Context: an optimization exercise on an open-source flow, tuned for small area and a short achievable clock period. The choices shown serve that exercise and are no tape-out recipe. The RTL was checked by simulation tests, not by an equivalence proof against the original design.

==> flow/design.v (outline; a module is shown in full before it is edited, if it fits) <==
// module mult: 7 lines
// module adder: 11 lines
// module adder22: 7 lines
// module mac1: 32 lines
// module acc_ctrl: 28 lines
// module acc: 26 lines
// module dist_mem_gen_0: 522 lines
// module addrConv: 12 lines
// module dataConv: 12 lines
// module saturationLogic: 17 lines
// module sigmoid: 15 lines
// module act10: 1044 lines
// module mac_acc_sigmoid: 3267 lines
// module fa3: 4 lines
// module ha2: 4 lines
module mac_acc_sigmoid(
  input clk2,
  input rst2,
  input [127:0] pixelsIn,
  input [127:0] weightsIn,
  input [7:0] b,
  output [7:0] dout);
  // ...
==> flow/run.sh <==
#!/bin/bash
# synth_recipe.tcl (not shown) runs the flow's synth.tcl, then flattens the netlist and writes it again
# the make line also repeats each setting of config.mk as NAME=value (left out here)
make -C /OpenROAD-flow-scripts/flow DESIGN_CONFIG=/design/flow/config.mk WORK_HOME=/design/flow/orfs CLKGATE_MAP_FILE= SYNTH_SCRIPT=/design/flow/synth_recipe.tcl finish
==> flow/config.mk <==
export PLATFORM = sky130hd
export DESIGN_NAME = mac_acc_sigmoid
export DESIGN_NICKNAME = mac_acc_sigmoid
export VERILOG_FILES = /design/flow/design.v
export SDC_FILE = /design/flow/constraint.sdc
export NUM_CORES = 4
export LEC_CHECK = 0
export ABC_AREA = 1
export CAP_MARGIN = 20
export CORE_MARGIN = 2
export CORE_UTILIZATION = 55
export PLACE_DENSITY = 0.7
export SETUP_SLACK_MARGIN = 4.6
export SLEW_MARGIN = 20
export SYNTH_HIERARCHICAL = 1
==> flow/constraint.sdc <==
create_clock -name core_clock -period 11.5 [get_ports {clk2}]
set_input_delay 2.3000 -clock core_clock [delete_from_list [all_inputs] [get_ports {clk2}]]
set_output_delay 2.3000 -clock core_clock [all_outputs]
set_load 0.01 [all_outputs]
==> impl_results.html, run 1 <==
<table>
<tr><th>Metric</th><th>Value</th></tr>
<tr><th colspan="2">Run status</th></tr>
<tr><td>Outcome</td><td>finished clean</td></tr>
<tr><th colspan="2">Placed design</th></tr>
<tr><td>Detailed-placement wirelength estimate</td><td>~120 mm</td></tr>
<tr><td>Setup WS pre-CTS</td><td>between 3 and 4 ns</td></tr>
<tr><th colspan="2">Layout</th></tr>
<tr><td>Most common cell after layout, fill and taps aside</td><td>sky130_fd_sc_hd__nand2_1</td></tr>
<tr><td>Synth-to-Final Area Change</td><td>16.18%</td></tr>
<tr><td>Clock-cell share of area</td><td>less than 1%</td></tr>
<tr><td>Register with the most flip-flops</td><td>dreg</td></tr>
<tr><td>Largest registers ranked by flip-flop count</td><td>dreg x8, ph x2</td></tr>
<tr><td>Share of cell area taken by multi-input logic gates</td><td>79.41%</td></tr>
<tr><td>Buffer share of cell area</td><td>9.501%</td></tr>
<tr><th colspan="2">Timing</th></tr>
<tr><td>Timing-limited maximum frequency</td><td>approximately 0.14 GHz</td></tr>
<tr><td>Final-layout setup total negative slack</td><td>0 ns</td></tr>
<tr><td>Number of slew-limit violations in the final report</td><td>0</td></tr>
<tr><td>Min Hold Slack</td><td>0.4516 ns</td></tr>
<tr><td>Final Hold Viols</td><td>0</td></tr>
<tr><th colspan="2">Clock network</th></tr>
<tr><td># resized after CTS</td><td>between 1500 and 2000</td></tr>
<tr><td>Maximum level of the CTS H-tree</td><td>3</td></tr>
<tr><td>CTS tree</td><td>done</td></tr>
<tr><td>Number of hold-repair buffers added at the cts stage</td><td>0</td></tr>
<tr><th colspan="2">Worst setup path</th></tr>
<tr><td>CP Data Required Time</td><td>roughly 12 ns</td></tr>
<tr><td>CP Cell Sequence</td><td>buf_6 -&gt; nand2_1 -&gt; fa_2 -&gt; fa_2 -&gt; fa_2 -&gt; fa_2 -&gt; fa_2 -&gt; fa_2 -&gt; fa_2 -&gt; fa_2 -&gt; fa_2 -&gt; fa_2</td></tr>
<tr><td>Delay of the slowest critical-path stage</td><td>~0.60 ns</td></tr>
<tr><td>Crit path DAT</td><td>7.38 ns</td></tr>
<tr><th colspan="2">Global routing</th></tr>
<tr><td>Initial antenna violation count</td><td>0</td></tr>
<tr><td>Wire length of the first global-routing pass</td><td>around 200 mm</td></tr>
<tr><td>Vias in the first global route</td><td>slightly below 30000</td></tr>
<tr><th colspan="2">Floorplan</th></tr>
<tr><td>Initial core utilization</td><td>between 50% and 60%</td></tr>
<tr><td>Die width</td><td>~240 um</td></tr>
<tr><td>I/O pin count</td><td>274</td></tr>
<tr><td>Chip Height</td><td>between 200 and 250 um</td></tr>
<tr><td>Total die area</td><td>a little under 0.06 mm^2</td></tr>
<tr><th colspan="2">Routing</th></tr>
<tr><td>Vias/cell</td><td>~6.4</td></tr>
<tr><td>Routed length on met1</td><td>48.44 mm</td></tr>
<tr><td>Post-Route WL</td><td>roughly 140 mm</td></tr>
<tr><td>DRC violation total after the first TritonRoute iteration</td><td>4158</td></tr>
<tr><th colspan="2">Yosys</th></tr>
<tr><td>Average cell area after synthesis</td><td>between 9 and 10 um^2</td></tr>
<tr><td>Post-Synthesis Cell Area</td><td>0.03161 mm^2</td></tr>
<tr><td>Warning count from the yosys run</td><td>8</td></tr>
<tr><th colspan="2">Worst hold path</th></tr>
<tr><td>Hold Path Sink</td><td>ph[0]$_SDFF_PP0_</td></tr>
</table>
==> inputs of run 2 (changes only) <==
--- a/flow/design.v
+++ b/flow/design.v
@@ -1758,79 +1758,101 @@
   wire [21:0] sum;     
   always @(posedge clk2) begin
     ph <= rst2 ? 2'd0 : ph + 2'd1;
     f <= (ph == 2'd3);
   end
   reg acc0_0;
   reg acc1_0;
   reg acc2_0;
+  reg acc3_0;
   reg acc0_1;
   reg acc1_1;
   reg acc2_1;
+  reg acc3_1;
   reg acc0_2;
   reg acc1_2;
   reg acc2_2;
+  reg acc3_2;
   reg acc0_3;
   reg acc1_3;
   reg acc2_3;
+  reg acc3_3;
   reg acc0_4;
   reg acc1_4;
   reg acc2_4;
+  reg acc3_4;
   reg acc0_5;
   reg acc1_5;
   reg acc2_5;
+  reg acc3_5;
   reg acc0_6;
   reg acc1_6;
   reg acc2_6;
+  reg acc3_6;
   reg acc0_7;
   reg acc1_7;
   reg acc2_7;
+  reg acc3_7;
   reg acc0_8;
   reg acc1_8;
   reg acc2_8;
+  reg acc3_8;
   reg acc0_9;
   reg acc1_9;
   reg acc2_9;
+  reg acc3_9;
   reg acc0_10;
   reg acc1_10;
   reg acc2_10;
+  reg acc3_10;
   reg acc0_11;
   reg acc1_11;
   reg acc2_11;
+  reg acc3_11;
   reg acc0_12;
   reg acc1_12;
   reg acc2_12;
+  reg acc3_12;
   reg acc0_13;
   reg acc1_13;
   reg acc2_13;
+  reg acc3_13;
   reg acc0_14;
   reg acc1_14;
   reg acc2_14;
+  reg acc3_14;
   reg acc0_15;
   reg acc1_15;
   reg acc2_15;
+  reg acc3_15;
   reg acc0_16;
   reg acc1_16;
   reg acc2_16;
+  reg acc3_16;
   reg acc0_17;
   reg acc1_17;
   reg acc2_17;
+  reg acc3_17;
   reg acc0_18;
   reg acc1_18;
   reg acc2_18;
+  reg acc3_18;
   reg acc0_19;
   reg acc1_19;
   reg acc2_19;
+  reg acc3_19;
   reg acc0_20;
   reg acc1_20;
   reg acc2_20;
+  reg acc3_20;
   reg acc0_21;
   reg acc1_21;
   reg acc2_21;
+  reg acc3_21;
   wire pp1 = ~(pixelsIn[0] & weightsIn[0]);
   wire pp2 = ~(pixelsIn[0] & weightsIn[1]);
   wire pp3 = ~(pixelsIn[0] & weightsIn[2]);
   wire pp4 = ~(pixelsIn[0] & weightsIn[3]);
   wire pp5 = ~(pixelsIn[0] & weightsIn[4]);
   wire pp6 = ~(pixelsIn[0] & weightsIn[5]);
   wire pp7 = ~(pixelsIn[0] & weightsIn[6]);
   wire pp8 = (pixelsIn[0] & weightsIn[7]);
@@ -4851,165 +4873,195 @@
   wire s15_965, c15_965;
   fa3 u_s15_965(.a(c14_928), .b(s15_932), .c(c14_929), .s(s15_965), .co(c15_965));
   wire s16_966, c16_966;
   fa3 u_s16_966(.a(s16_933), .b(s16_934), .c(c15_930), .s(s16_966), .co(c16_966));
   wire s16_967, c16_967;
   fa3 u_s16_967(.a(c15_931), .b(s16_935), .c(c15_932), .s(s16_967), .co(c16_967));
   wire s17_968, c17_968;
   fa3 u_s17_968(.a(fb1042), .b(c16_933), .c(c16_934), .s(s17_968), .co(c17_968));
+  always @(posedge clk2) begin
+    acc0_0 <= s0_888;
+    acc1_0 <= hs0_20;
+    acc2_0 <= fb1025;
+    acc3_0 <= s0_936;
+    acc0_1 <= c0_936;
+    acc1_1 <= s1_890;
+    acc2_1 <= s1_937;
+    acc3_1 <= hs1_22;
+    acc0_2 <= c1_937;
+    acc1_2 <= hc1_22;
+    acc2_2 <= s2_938;
+    acc3_2 <= s2_939;
+    acc0_3 <= c2_938;
+    acc1_3 <= s3_940;
+    acc2_3 <= c2_939;
+    acc3_3 <= s3_941;
+    acc0_4 <= c3_940;
+    acc1_4 <= s4_942;
+    acc2_4 <= c3_941;
+    acc3_4 <= s4_943;
+    acc0_5 <= c4_942;
+    acc1_5 <= s5_944;
+    acc2_5 <= c4_943;
+    acc3_5 <= s5_945;
+    acc0_6 <= c5_944;
+    acc1_6 <= c5_945;
+    acc2_6 <= s6_946;
+    acc3_6 <= s6_947;
+    acc0_7 <= c6_946;
+    acc1_7 <= s7_948;
+    acc2_7 <= c6_947;
+    acc3_7 <= s7_949;
+    acc0_8 <= c7_948;
+    acc1_8 <= s8_950;
+    acc2_8 <= c7_949;
+    acc3_8 <= s8_951;
+    acc0_9 <= c8_950;
+    acc1_9 <= s9_952;
+    acc2_9 <= c8_951;
+    acc3_9 <= s9_953;
+    acc0_10 <= c9_952;
+    acc1_10 <= s10_954;
+    acc2_10 <= c9_953;
+    acc3_10 <= s10_955;
+    acc0_11 <= c10_954;
+    acc1_11 <= s11_956;
+    acc2_11 <= c10_955;
+    acc3_11 <= s11_957;
+    acc0_12 <= c11_956;
+    acc1_12 <= s12_958;
+    acc2_12 <= c11_957;
+    acc3_12 <= s12_959;
+    acc0_13 <= c12_958;
+    acc1_13 <= s13_960;
+    acc2_13 <= c12_959;
+    acc3_13 <= s13_961;
+    acc0_14 <= c13_960;
+    acc1_14 <= s14_962;
+    acc2_14 <= c13_961;
+    acc3_14 <= s14_963;
+    acc0_15 <= s15_964;
+    acc1_15 <= c14_962;
+    acc2_15 <= c14_963;
+    acc3_15 <= s15_965;
+    acc0_16 <= s16_966;
+    acc1_16 <= c15_964;
+    acc2_16 <= s16_967;
+    acc3_16 <= c15_965;
+    acc0_17 <= s17_968;
+    acc1_17 <= c16_935;
+    acc2_17 <= c16_966;
+    acc3_17 <= c16_967;
+    acc0_18 <= fb1043;
+    acc1_18 <= c17_968;
+    acc2_18 <= 1'b1;
+    acc3_18 <= 1'b1;
+    acc0_19 <= fb1044;
+    acc1_19 <= 1'b1;
+    acc2_19 <= 1'b1;
+    acc3_19 <= 1'b1;
+    acc0_20 <= fb1045;
+    acc1_20 <= 1'b1;
+    acc2_20 <= 1'b1;
+    acc3_20 <= 1'b1;
+    acc0_21 <= fb1046;
+    acc1_21 <= 1'b1;
+    acc2_21 <= 1'b1;
+    acc3_21 <= 1'b1;
+  end
   wire hs0_23, hc0_23;
-  fa3 u_hs0_23(.a(s0_888), .b(hs0_20), .c(1'b1), .s(hs0_23), .co(hc0_23));
+  fa3 u_hs0_23(.a(acc0_0), .b(acc1_0), .c(1'b1), .s(hs0_23), .co(hc0_23));
   wire s1_969, c1_969;
-  fa3 u_s1_969(.a(c0_936), .b(s1_890), .c(s1_937), .s(s1_969), .co(c1_969));
+  fa3 u_s1_969(.a(acc0_1), .b(acc1_1), .c(acc2_1), .s(s1_969), .co(c1_969));
   wire s2_970, c2_970;
-  fa3 u_s2_970(.a(c1_937), .b(hc1_22), .c(s2_938), .s(s2_970), .co(c2_970));
+  fa3 u_s2_970(.a(acc0_2), .b(acc1_2), .c(acc2_2), .s(s2_970), .co(c2_970));
   wire s3_971, c3_971;
-  fa3 u_s3_971(.a(c2_938), .b(s3_940), .c(c2_939), .s(s3_971), .co(c3_971));
+  fa3 u_s3_971(.a(acc0_3), .b(acc1_3), .c(acc2_3), .s(s3_971), .co(c3_971));
   wire s4_972, c4_972;
-  fa3 u_s4_972(.a(c3_940), .b(s4_942), .c(c3_941), .s(s4_972), .co(c4_972));
+  fa3 u_s4_972(.a(acc0_4), .b(acc1_4), .c(acc2_4), .s(s4_972), .co(c4_972));
   wire s5_973, c5_973;
-  fa3 u_s5_973(.a(c4_942), .b(s5_944), .c(c4_943), .s(s5_973), .co(c5_973));
+  fa3 u_s5_973(.a(acc0_5), .b(acc1_5), .c(acc2_5), .s(s5_973), .co(c5_973));
   wire s6_974, c6_974;
-  fa3 u_s6_974(.a(c5_944), .b(c5_945), .c(s6_946), .s(s6_974), .co(c6_974));
+  fa3 u_s6_974(.a(acc0_6), .b(acc1_6), .c(acc2_6), .s(s6_974), .co(c6_974));
   wire s7_975, c7_975;
-  fa3 u_s7_975(.a(c6_946), .b(s7_948), .c(c6_947), .s(s7_975), .co(c7_975));
+  fa3 u_s7_975(.a(acc0_7), .b(acc1_7), .c(acc2_7), .s(s7_975), .co(c7_975));
   wire s8_976, c8_976;
-  fa3 u_s8_976(.a(c7_948), .b(s8_950), .c(c7_949), .s(s8_976), .co(c8_976));
+  fa3 u_s8_976(.a(acc0_8), .b(acc1_8), .c(acc2_8), .s(s8_976), .co(c8_976));
   wire s9_977, c9_977;
-  fa3 u_s9_977(.a(c8_950), .b(s9_952), .c(c8_951), .s(s9_977), .co(c9_977));
+  fa3 u_s9_977(.a(acc0_9), .b(acc1_9), .c(acc2_9), .s(s9_977), .co(c9_977));
   wire s10_978, c10_978;
-  fa3 u_s10_978(.a(c9_952), .b(s10_954), .c(c9_953), .s(s10_978), .co(c10_978));
+  fa3 u_s10_978(.a(acc0_10), .b(acc1_10), .c(acc2_10), .s(s10_978), .co(c10_978));
   wire s11_979, c11_979;
-  fa3 u_s11_979(.a(c10_954), .b(s11_956), .c(c10_955), .s(s11_979), .co(c11_979));
+  fa3 u_s11_979(.a(acc0_11), .b(acc1_11), .c(acc2_11), .s(s11_979), .co(c11_979));
   wire s12_980, c12_980;
-  fa3 u_s12_980(.a(c11_956), .b(s12_958), .c(c11_957), .s(s12_980), .co(c12_980));
+  fa3 u_s12_980(.a(acc0_12), .b(acc1_12), .c(acc2_12), .s(s12_980), .co(c12_980));
   wire s13_981, c13_981;
-  fa3 u_s13_981(.a(c12_958), .b(s13_960), .c(c12_959), .s(s13_981), .co(c13_981));
+  fa3 u_s13_981(.a(acc0_13), .b(acc1_13), .c(acc2_13), .s(s13_981), .co(c13_981));
   wire s14_982, c14_982;
-  fa3 u_s14_982(.a(c13_960), .b(s14_962), .c(c13_961), .s(s14_982), .co(c14_982));
+  fa3 u_s14_982(.a(acc0_14), .b(acc1_14), .c(acc2_14), .s(s14_982), .co(c14_982));
   wire s15_983, c15_983;
-  fa3 u_s15_983(.a(s15_964), .b(c14_962), .c(c14_963), .s(s15_983), .co(c15_983));
+  fa3 u_s15_983(.a(acc0_15), .b(acc1_15), .c(acc2_15), .s(s15_983), .co(c15_983));
   wire s16_984, c16_984;
-  fa3 u_s16_984(.a(s16_966), .b(c15_964), .c(s16_967), .s(s16_984), .co(c16_984));
+  fa3 u_s16_984(.a(acc0_16), .b(acc1_16), .c(acc2_16), .s(s16_984), .co(c16_984));
   wire s17_985, c17_985;
-  fa3 u_s17_985(.a(s17_968), .b(c16_935), .c(c16_966), .s(s17_985), .co(c17_985));
-  always @(posedge clk2) begin
-    acc0_0 <= fb1025;
-    acc1_0 <= s0_936;
-    acc2_0 <= hs0_23;
-    acc0_1 <= hc0_23;
-    acc1_1 <= hs1_22;
-    acc2_1 <= s1_969;
-    acc0_2 <= c1_969;
-    acc1_2 <= s2_970;
-    acc2_2 <= s2_939;
-    acc0_3 <= c2_970;
-    acc1_3 <= s3_941;
-    acc2_3 <= s3_971;
-    acc0_4 <= c3_971;
-    acc1_4 <= s4_972;
-    acc2_4 <= s4_943;
-    acc0_5 <= c4_972;
-    acc1_5 <= s5_945;
-    acc2_5 <= s5_973;
-    acc0_6 <= c5_973;
-    acc1_6 <= s6_974;
-    acc2_6 <= s6_947;
-    acc0_7 <= c6_974;
-    acc1_7 <= s7_949;
-    acc2_7 <= s7_975;
-    acc0_8 <= s8_951;
-    acc1_8 <= c7_975;
-    acc2_8 <= s8_976;
-    acc0_9 <= s9_953;
-    acc1_9 <= c8_976;
-    acc2_9 <= s9_977;
-    acc0_10 <= s10_955;
-    acc1_10 <= c9_977;
-    acc2_10 <= s10_978;
-    acc0_11 <= s11_957;
-    acc1_11 <= c10_978;
-    acc2_11 <= s11_979;
-    acc0_12 <= s12_959;
-    acc1_12 <= c11_979;
-    acc2_12 <= s12_980;
-    acc0_13 <= s13_961;
-    acc1_13 <= c12_980;
-    acc2_13 <= s13_981;
-    acc0_14 <= s14_963;
-    acc1_14 <= c13_981;
-    acc2_14 <= s14_982;
-    acc0_15 <= s15_965;
-    acc1_15 <= s15_983;
-    acc2_15 <= c14_982;
-    acc0_16 <= c15_965;
-    acc1_16 <= s16_984;
-    acc2_16 <= c15_983;
-    acc0_17 <= c16_967;
-    acc1_17 <= s17_985;
-    acc2_17 <= c16_984;
-    acc0_18 <= fb1043;
-    acc1_18 <= c17_968;
-    acc2_18 <= c17_985;
-    acc0_19 <= fb1044;
-    acc1_19 <= 1'b1;
-    acc2_19 <= 1'b1;
-    acc0_20 <= fb1045;
-    acc1_20 <= 1'b1;
-    acc2_20 <= 1'b1;
-    acc0_21 <= fb1046;
-    acc1_21 <= 1'b1;
-    acc2_21 <= 1'b1;
-  end
-  wire os0, oc0;
-  fa3 u_os0(.a(acc0_0), .b(acc1_0), .c(acc2_0), .s(os0), .co(oc0));
-  wire os1, oc1;
-  fa3 u_os1(.a(acc0_1), .b(acc1_1), .c(acc2_1), .s(os1), .co(oc1));
-  wire os2, oc2;
-  fa3 u_os2(.a(acc0_2), .b(acc1_2), .c(acc2_2), .s(os2), .co(oc2));
-  wire os3, oc3;
-  fa3 u_os3(.a(acc0_3), .b(acc1_3), .c(acc2_3), .s(os3), .co(oc3));
-  wire os4, oc4;
-  fa3 u_os4(.a(acc0_4), .b(acc1_4), .c(acc2_4), .s(os4), .co(oc4));
-  wire os5, oc5;
-  fa3 u_os5(.a(acc0_5), .b(acc1_5), .c(acc2_5), .s(os5), .co(oc5));
-  wire os6, oc6;
-  fa3 u_os6(.a(acc0_6), .b(acc1_6), .c(acc2_6), .s(os6), .co(oc6));
-  wire os7, oc7;
-  fa3 u_os7(.a(acc0_7), .b(acc1_7), .c(acc2_7), .s(os7), .co(oc7));
-  wire os8, oc8;
-  fa3 u_os8(.a(acc0_8), .b(acc1_8), .c(acc2_8), .s(os8), .co(oc8));
-  wire os9, oc9;
-  fa3 u_os9(.a(acc0_9), .b(acc1_9), .c(acc2_9), .s(os9), .co(oc9));
-  wire os10, oc10;
-  fa3 u_os10(.a(acc0_10), .b(acc1_10), .c(acc2_10), .s(os10), .co(oc10));
-  wire os11, oc11;
-  fa3 u_os11(.a(acc0_11), .b(acc1_11), .c(acc2_11), .s(os11), .co(oc11));
-  wire os12, oc12;
-  fa3 u_os12(.a(acc0_12), .b(acc1_12), .c(acc2_12), .s(os12), .co(oc12));
-  wire os13, oc13;
-  fa3 u_os13(.a(acc0_13), .b(acc1_13), .c(acc2_13), .s(os13), .co(oc13));
-  wire os14, oc14;
-  fa3 u_os14(.a(acc0_14), .b(acc1_14), .c(acc2_14), .s(os14), .co(oc14));
-  wire os15, oc15;
-  fa3 u_os15(.a(acc0_15), .b(acc1_15), .c(acc2_15), .s(os15), .co(oc15));
-  wire os16, oc16;
-  fa3 u_os16(.a(acc0_16), .b(acc1_16), .c(acc2_16), .s(os16), .co(oc16));
-  wire os17, oc17;
-  fa3 u_os17(.a(acc0_17), .b(acc1_17), .c(acc2_17), .s(os17), .co(oc17));
-  wire os18, oc18;
-  fa3 u_os18(.a(acc0_18), .b(acc1_18), .c(acc2_18), .s(os18), .co(oc18));
-  wire os19, oc19;
-  fa3 u_os19(.a(acc0_19), .b(acc1_19), .c(acc2_19), .s(os19), .co(oc19));
-  wire os20, oc20;
-  fa3 u_os20(.a(acc0_20), .b(acc1_20), .c(acc2_20), .s(os20), .co(oc20));
-  wire os21, oc21;
-  fa3 u_os21(.a(acc0_21), .b(acc1_21), .c(acc2_21), .s(os21), .co(oc21));
-  assign sum = {~os21, ~os20, ~os19, ~os18, ~os17, ~os16, ~os15, ~os14, ~os13, ~os12, ~os11, ~os10, ~os9, ~os8, ~os7, ~os6, ~os5, ~os4, ~os3, ~os2, ~os1, ~os0} + {~oc20, ~oc19, ~oc18, ~oc17, ~oc16, ~oc15, ~oc14, ~oc13, ~oc12, ~oc11, ~oc10, ~oc9, ~oc8, ~oc7, ~oc6, ~oc5, ~oc4, ~oc3, ~oc2, ~oc1, ~oc0, ~1'b1};
+  fa3 u_s17_985(.a(acc0_17), .b(acc1_17), .c(acc2_17), .s(s17_985), .co(c17_985));
+  wire s18_986, c18_986;
+  fa3 u_s18_986(.a(acc0_18), .b(acc1_18), .c(acc2_18), .s(s18_986), .co(c18_986));
+  wire s19_987, c19_987;
+  fa3 u_s19_987(.a(acc0_19), .b(acc1_19), .c(acc2_19), .s(s19_987), .co(c19_987));
+  wire s20_988, c20_988;
+  fa3 u_s20_988(.a(acc0_20), .b(acc1_20), .c(acc2_20), .s(s20_988), .co(c20_988));
+  wire s21_989, c21_989;
+  fa3 u_s21_989(.a(acc0_21), .b(acc1_21), .c(acc2_21), .s(s21_989), .co(c21_989));
+  wire hs0_24, hc0_24;
+  fa3 u_hs0_24(.a(acc2_0), .b(acc3_0), .c(1'b1), .s(hs0_24), .co(hc0_24));
+  wire s1_990, c1_990;
+  fa3 u_s1_990(.a(acc3_1), .b(hc0_23), .c(s1_969), .s(s1_990), .co(c1_990));
+  wire s2_991, c2_991;
+  fa3 u_s2_991(.a(acc3_2), .b(c1_969), .c(s2_970), .s(s2_991), .co(c2_991));
+  wire s3_992, c3_992;
+  fa3 u_s3_992(.a(acc3_3), .b(c2_970), .c(s3_971), .s(s3_992), .co(c3_992));
+  wire s4_993, c4_993;
+  fa3 u_s4_993(.a(acc3_4), .b(c3_971), .c(s4_972), .s(s4_993), .co(c4_993));
+  wire s5_994, c5_994;
+  fa3 u_s5_994(.a(acc3_5), .b(c4_972), .c(s5_973), .s(s5_994), .co(c5_994));
+  wire s6_995, c6_995;
+  fa3 u_s6_995(.a(acc3_6), .b(c5_973), .c(s6_974), .s(s6_995), .co(c6_995));
+  wire s7_996, c7_996;
+  fa3 u_s7_996(.a(acc3_7), .b(c6_974), .c(s7_975), .s(s7_996), .co(c7_996));
+  wire s8_997, c8_997;
+  fa3 u_s8_997(.a(acc3_8), .b(c7_975), .c(s8_976), .s(s8_997), .co(c8_997));
+  wire s9_998, c9_998;
+  fa3 u_s9_998(.a(acc3_9), .b(c8_976), .c(s9_977), .s(s9_998), .co(c9_998));
+  wire s10_999, c10_999;
+  fa3 u_s10_999(.a(acc3_10), .b(c9_977), .c(s10_978), .s(s10_999), .co(c10_999));
+  wire s11_1000, c11_1000;
+  fa3 u_s11_1000(.a(acc3_11), .b(c10_978), .c(s11_979), .s(s11_1000), .co(c11_1000));
+  wire s12_1001, c12_1001;
+  fa3 u_s12_1001(.a(acc3_12), .b(c11_979), .c(s12_980), .s(s12_1001), .co(c12_1001));
+  wire s13_1002, c13_1002;
+  fa3 u_s13_1002(.a(acc3_13), .b(c12_980), .c(s13_981), .s(s13_1002), .co(c13_1002));
+  wire s14_1003, c14_1003;
+  fa3 u_s14_1003(.a(acc3_14), .b(c13_981), .c(s14_982), .s(s14_1003), .co(c14_1003));
+  wire s15_1004, c15_1004;
+  fa3 u_s15_1004(.a(acc3_15), .b(c14_982), .c(s15_983), .s(s15_1004), .co(c15_1004));
+  wire s16_1005, c16_1005;
+  fa3 u_s16_1005(.a(acc3_16), .b(c15_983), .c(s16_984), .s(s16_1005), .co(c16_1005));
+  wire s17_1006, c17_1006;
+  fa3 u_s17_1006(.a(acc3_17), .b(c16_984), .c(s17_985), .s(s17_1006), .co(c17_1006));
+  wire s18_1007, c18_1007;
+  fa3 u_s18_1007(.a(acc3_18), .b(c17_985), .c(s18_986), .s(s18_1007), .co(c18_1007));
+  wire s19_1008, c19_1008;
+  fa3 u_s19_1008(.a(acc3_19), .b(c18_986), .c(s19_987), .s(s19_1008), .co(c19_1008));
+  wire s20_1009, c20_1009;
+  fa3 u_s20_1009(.a(acc3_20), .b(c19_987), .c(s20_988), .s(s20_1009), .co(c20_1009));
+  wire s21_1010, c21_1010;
+  fa3 u_s21_1010(.a(acc3_21), .b(c20_988), .c(s21_989), .s(s21_1010), .co(c21_1010));
+  assign sum = {~c20_1009, ~c19_1008, ~c18_1007, ~c17_1006, ~c16_1005, ~c15_1004, ~c14_1003, ~c13_1002, ~c12_1001, ~c11_1000, ~c10_999, ~c9_998, ~c8_997, ~c7_996, ~c6_995, ~c5_994, ~c4_993, ~c3_992, ~c2_991, ~c1_990, ~hc0_24, ~hs0_23} + {~s21_1010, ~s20_1009, ~s19_1008, ~s18_1007, ~s17_1006, ~s16_1005, ~s15_1004, ~s14_1003, ~s13_1002, ~s12_1001, ~s11_1000, ~s10_999, ~s9_998, ~s8_997, ~s7_996, ~s6_995, ~s5_994, ~s4_993, ~s3_992, ~s2_991, ~s1_990, ~hs0_24};
   wire [7:0] fout;
   act10 sig(sum, fout);
   always @(posedge clk2)
     if (f) dreg <= fout;
   assign dout = f ? fout : dreg;
 endmodule
 module fa3(input a, input b, input c, output s, output co);
   assign s = a ^ b ^ c;
==> flow/config.mk (replaced) <==
export PLATFORM = sky130hd
export DESIGN_NAME = mac_acc_sigmoid
export DESIGN_NICKNAME = mac_acc_sigmoid
export VERILOG_FILES = /design/flow/design.v
export SDC_FILE = /design/flow/constraint.sdc
export NUM_CORES = 4
export LEC_CHECK = 0
export ABC_AREA = 1
export CAP_MARGIN = 20
export CORE_MARGIN = 2
export CORE_UTILIZATION = 40
export SETUP_SLACK_MARGIN = 4.6
export SLEW_MARGIN = 20
export SYNTH_HIERARCHICAL = 1
==> impl_results.html, run 2 <==
<table>
<tr><th>Metric</th><th>Value</th></tr>
<tr><th colspan="2">Run status</th></tr>
<tr><td>Outcome</td><td>finished clean (unchanged)</td></tr>
<tr><th colspan="2">Worst setup path</th></tr>
<tr><td>CP Cell Sequence</td><td>fa_1 -&gt; fa_1 -&gt; inv_2 -&gt; fa_2 -&gt; nand3_1 -&gt; nand3_2 -&gt; nand3_2 -&gt; nand2_4 -&gt; xor2_4 -&gt; buf_4 -&gt; bufbuf_16 -&gt; nor2_4 -&gt; buf_4 -&gt; nand2_1 -&gt; a21oi_2 -&gt; nand2_1 -&gt; nand3_1 -&gt; nand2_1 -&gt; nor2_1 -&gt; nand3_1 -&gt; nor2_2 -&gt; nor2_1 -&gt; mux2_4 -&gt; buf_6 (was buf_6 -&gt; nand2_1 -&gt; fa_2 -&gt; fa_2 -&gt; fa_2 -&gt; fa_2 -&gt; fa_2 -&gt; fa_2 -&gt; fa_2 -&gt; fa_2 -&gt; fa_2 -&gt; fa_2)</td></tr>
<tr><td>Crit path max-delay cell type</td><td>sky130_fd_sc_hd__fa_1 (was sky130_fd_sc_hd__fa_2)</td></tr>
<tr><td>Worst Path Class, Setup</td><td>reg -&gt; out (was in -&gt; reg)</td></tr>
<tr><td>Startpoint type of the worst setup path</td><td>flop (was input port)</td></tr>
<tr><td>Delay of the slowest critical-path stage</td><td>0.51 ns (was 0.60 ns)</td></tr>
<tr><td>Critical path capture point type</td><td>output pin (was flop)</td></tr>
<tr><td>CP Data Required Time</td><td>9.20 ns (was 11.82 ns)</td></tr>
<tr><td>Crit path DAT</td><td>4.69 ns (was 7.38 ns)</td></tr>
<tr><td>Number of buffer and inverter stages on the critical path</td><td>5 (was 1)</td></tr>
<tr><td>Maximum net fanout on the critical path</td><td>5 (was 8)</td></tr>
<tr><td>Cell family contributing the most delay on the critical path</td><td>adder cells (unchanged)</td></tr>
<tr><th colspan="2">Yosys</th></tr>
<tr><td>Post-synth top area cell</td><td>sky130_fd_sc_hd__fa_1</td></tr>
<tr><td>Portion of the post-synthesis area used by sequential elements</td><td>5.471%</td></tr>
<tr><td>Cells after synthesis</td><td>3414 (was 3372)</td></tr>
<tr><td>Synthesis-stage register bit count</td><td>a little under 90</td></tr>
<tr><td>Yosys cell types</td><td>50</td></tr>
<tr><td>Average cell area after synthesis</td><td>9.432 um^2 (was 9.375 um^2)</td></tr>
<tr><td>Most instantiated library cell after synthesis</td><td>sky130_fd_sc_hd__nand2_1</td></tr>
<tr><td>Most frequent cells after synthesis</td><td>sky130_fd_sc_hd__nand2_1 (1268), sky130_fd_sc_hd__fa_1 (1037), sky130_fd_sc_hd__inv_1 (356), sky130_fd_sc_hd__clkbuf_1 (244), sky130_fd_sc_hd__dfxtp_1 (88)</td></tr>
<tr><td>Ys async rst share</td><td>0%</td></tr>
<tr><td>Warning count from the yosys run</td><td>8 (unchanged)</td></tr>
<tr><td>Post-Synthesis Cell Area</td><td>0.03220 mm^2 (was 0.03161 mm^2)</td></tr>
<tr><td>Cells taking the most area after synthesis</td><td>sky130_fd_sc_hd__fa_1 (64%), sky130_fd_sc_hd__nand2_1 (15%), sky130_fd_sc_hd__dfxtp_1 (5.5%)</td></tr>
<tr><td>Fraction of post-synthesis cell area in the top cell type by area</td><td>64.47%</td></tr>
<tr><td>Count of flip-flops with a built-in enable after synthesis</td><td>0</td></tr>
<tr><td>Predominant post-synthesis flop cell</td><td>sky130_fd_sc_hd__dfxtp_1</td></tr>
<tr><th colspan="2">Layout</th></tr>
<tr><td>Synth-to-Final Area Change</td><td>13.37% (was 16.18%)</td></tr>
<tr><td>Total number of nets in the final design</td><td>4876 (was 4840)</td></tr>
<tr><td>Fraction of layout instances using a drive strength above 1</td><td>15.00% (was 22.20%)</td></tr>
<tr><td>Register with the most flip-flops</td><td>dreg (unchanged)</td></tr>
<tr><td>Most frequent cells in the layout</td><td>sky130_fd_sc_hd__nand2_1 (1243), sky130_fd_sc_hd__fa_1 (1003), sky130_fd_sc_hd__inv_1 (341) (was sky130_fd_sc_hd__nand2_1 (1217), sky130_fd_sc_hd__fa_1 (805), sky130_fd_sc_hd__inv_1 (338))</td></tr>
<tr><td>Most common cell after layout, fill and taps aside</td><td>sky130_fd_sc_hd__nand2_1 (unchanged)</td></tr>
<tr><td>Max FFs per register</td><td>8 (unchanged)</td></tr>
<tr><td>Largest registers ranked by flip-flop count</td><td>dreg x8, ph x2 (unchanged)</td></tr>
<tr><td>Fin cells</td><td>4607 (was 4266)</td></tr>
<tr><th colspan="2">Timing</th></tr>
<tr><td>Worst max-slew margin expressed relative to the limit</td><td>46.03% (was 33.57%)</td></tr>
<tr><td>Final setup fails</td><td>0 (unchanged)</td></tr>
<tr><td>Final-layout setup total negative slack</td><td>0 ns (unchanged)</td></tr>
<tr><td>Min Clock Period, post-route</td><td>6.986 ns (was 7.068 ns)</td></tr>
<tr><td>Layout Skew</td><td>0.02192 ns (was 0.01582 ns)</td></tr>
<tr><td>Share of the cycle needed by the critical path after routing</td><td>60.75% (was 61.46%)</td></tr>
<tr><td>Final Hold Viols</td><td>0 (unchanged)</td></tr>
<tr><td>Worst Tran Pin Value</td><td>0.8042 ns (was 0.9687 ns)</td></tr>
<tr><td>Timing-limited maximum frequency</td><td>0.1431 GHz (was 0.1415 GHz)</td></tr>
<tr><td>Number of slew-limit violations in the final report</td><td>0 (unchanged)</td></tr>
<tr><td>Min Hold Slack</td><td>0.4574 ns (was 0.4516 ns)</td></tr>
<tr><td>Unrepaired setup endpoints after global routing</td><td>yes (unchanged)</td></tr>
<tr><th colspan="2">Placed design</th></tr>
<tr><td>Number of cells in the design after placement</td><td>4513 (was 4161)</td></tr>
<tr><td>Detailed-placement wirelength estimate</td><td>120.6 mm (was 122.6 mm)</td></tr>
<tr><td>Last weighted congestion value of the routability-driven placer</td><td>1.005 (was 1.089)</td></tr>
<tr><td># port buffers</td><td>273 (unchanged)</td></tr>
<tr><th colspan="2">Clock network</th></tr>
<tr><td>Maximum count of clock buffers along a single path</td><td>2 (unchanged)</td></tr>
<tr><td>TritonCTS buffer count</td><td>9 (unchanged)</td></tr>
<tr><td>Later-pin clock latency in the skew report</td><td>0.40 ns (was 0.38 ns)</td></tr>
<tr><td>Clk sink count</td><td>88 (was 71)</td></tr>
<tr><td>Cell at the root of the clock tree</td><td>sky130_fd_sc_hd__clkbuf_16 (unchanged)</td></tr>
<tr><td>Clock transition at path regs</td><td>0.08 ns (about the same)</td></tr>
<tr><td>Number of hold-repair buffers added at the cts stage</td><td>0 (unchanged)</td></tr>
<tr><td>CTS tree</td><td>done (unchanged)</td></tr>
<tr><td>Maximum level of the CTS H-tree</td><td>3 (unchanged)</td></tr>
<tr><th colspan="2">Global routing</th></tr>
<tr><td>Vias in the first global route</td><td>27868 (was 29284)</td></tr>
<tr><td>Maximum number of pins on one net before global-route repair</td><td>26 (was 21)</td></tr>
<tr><td>Total grt overflow</td><td>0 (unchanged)</td></tr>
<tr><td>Initial antenna violation count</td><td>8 (was 0)</td></tr>
<tr><td>Wire length of the first global-routing pass</td><td>198.3 mm (was 202.7 mm)</td></tr>
<tr><td>GRT Total Usage</td><td>34.48% (was 49.55%)</td></tr>
<tr><th colspan="2">Floorplan</th></tr>
<tr><td>Initial core utilization</td><td>40.17% (was 55.85%)</td></tr>
<tr><td>Core area</td><td>0.08016 mm^2 (was 0.05660 mm^2)</td></tr>
<tr><td>I/O pin count</td><td>274 (unchanged)</td></tr>
<tr><td>Total die area</td><td>0.08279 mm^2 (was 0.05941 mm^2)</td></tr>
<tr><td>Chip Height</td><td>287.7 um (was 243.8 um)</td></tr>
<tr><td>Die width</td><td>287.7 um (was 243.8 um)</td></tr>
<tr><td>Cell Rows</td><td>104 (was 87)</td></tr>
<tr><th colspan="2">Routing</th></tr>
<tr><td>Number of DRC violations after detailed routing</td><td>0 (unchanged)</td></tr>
<tr><td>Post-Route WL</td><td>138.5 mm (was 143.1 mm)</td></tr>
<tr><td>Antenna Nets Post-Route</td><td>0 (unchanged)</td></tr>
<tr><td>Via count of the routed design</td><td>25721 (was 27471)</td></tr>
<tr><td>Vias/cell</td><td>5.583 (was 6.440)</td></tr>
<tr><td>DRC violation total after the first TritonRoute iteration</td><td>2851 (was 4158)</td></tr>
<tr><td>Number of optimization iterations in the first detailed-route pass</td><td>6 (was 10)</td></tr>
<tr><td>WL/cell</td><td>30.06 um (was 33.55 um)</td></tr>
<tr><th colspan="2">Worst hold path</th></tr>
<tr><td>HP Class</td><td>reg -&gt; reg (unchanged)</td></tr>
<tr><th colspan="2">Job</th></tr>
<tr><td>Number of max-cap violations</td><td>0 (unchanged)</td></tr>
</table>
==> run 2: Yosys stat by module (local to each module, per instance) <==
module | cells inside | copies in the design
fa3 | 1 | 1036
act10 | 383 | 1
mac_acc_sigmoid | 1995 | 1
==> run 2: path summary, 6_finish.rpt <==
kind | startpoint | end | slack, ns | cells after the start
setup / recovery | acc0_1$_DFF_P_ | dout[6] | 4.51 | 24
hold / removal | ph[0]$_SDFF_PP0_ | ph[0]$_SDFF_PP0_ | 0.46 | 1
setup reg to reg | acc0_1$_DFF_P_ | acc3_10$_DFF_P_ | 4.84 | 19
hold reg to reg | ph[0]$_SDFF_PP0_ | ph[0]$_SDFF_PP0_ | 0.46 | 1
==> run 2: logic make-up after synthesis <==
logic type | count (synthesis) | share of synthesized area [%]
other | 1 | 0.01165
buffers and inverters | 651 | 7.802
flip-flops | 88 | 5.471
AO/OA/AOI/OAI | 106 | 1.939
adder cells (fa/ha/maj) | 1075 | 65.94
multiplexers | 13 | 0.4352
AND/OR/NAND/NOR | 1472 | 18.18
XOR/XNOR | 8 | 0.2176
==> run 2: cell type report <==
cell class | instances | area [um^2]
flip-flops and latches | 88 | 1767
well taps | 1060 | 1326
diodes | 7 | 17.52
repair buffers | 353 | 2781
fillers | 7779 | 43650
inverters | 373 | 1436
multi-input cells | 2710 | 28880
clock buffers | 9 | 225.2
clock inverters | 7 | 75.07
==> run 2: layer usage <==
metal / global-route usage (%) / wire (um)
met1: 44.28 / 50600
met2: 55.17 / 64490
met3: 5.903 / 12910
met4: 20.25 / 10440
met5: 0 / 30
==> run 2: per-stage QoR <==
stage	util [%]	area, um^2	setup WS, ns
5_1_grt	45.54	36500	4.293
4_1_cts	45.56	36520	4.485
3_3_place_gp	44.12	35370	3.591
6_report	45.54	36510	4.514
3_5_place_dp	44.12	35370	3.569
2_1_floorplan	-	32400	4.594
==> run 2: what timing repair did <==
item,CTS,global route
setup buffers,42,24
hold endpoints to repair,0,0
endpoints found under the setup margin,43,26
gates resized for setup,872,410
gates cloned,5,0
pin swaps,45,52

==> re-timing with driven ports <==
The flow's constraints put no driver on any port. The routed layouts listed below were extracted and timed again, unchanged, in two steps.
Step 1, drivers: a clkbuf_16 drives clk2 and a buf_2 each remaining input, both assumed.
Step 2 moves the port delays by t, midway between the first and last clock arrival at a register: inputs arrive t later, outputs are due t later. That takes back most of the time a late clock gives input paths.
Three values: no drivers, after step 1, after step 2; two values: the first two.
run	t, ns	setup WS [ns]	clock arrival spread, ns
run 1	0.425	4.432 / 4.426 / 4.001	0.016 / 0.016
run 2	0.447	4.514 / 4.455 / 4.121	0.022 / 0.022
After both steps every run listed still meets setup and hold. The setup slack of run 1, which loses most, moves by -0.006 ns with the drivers and by -0.431 ns with both steps.
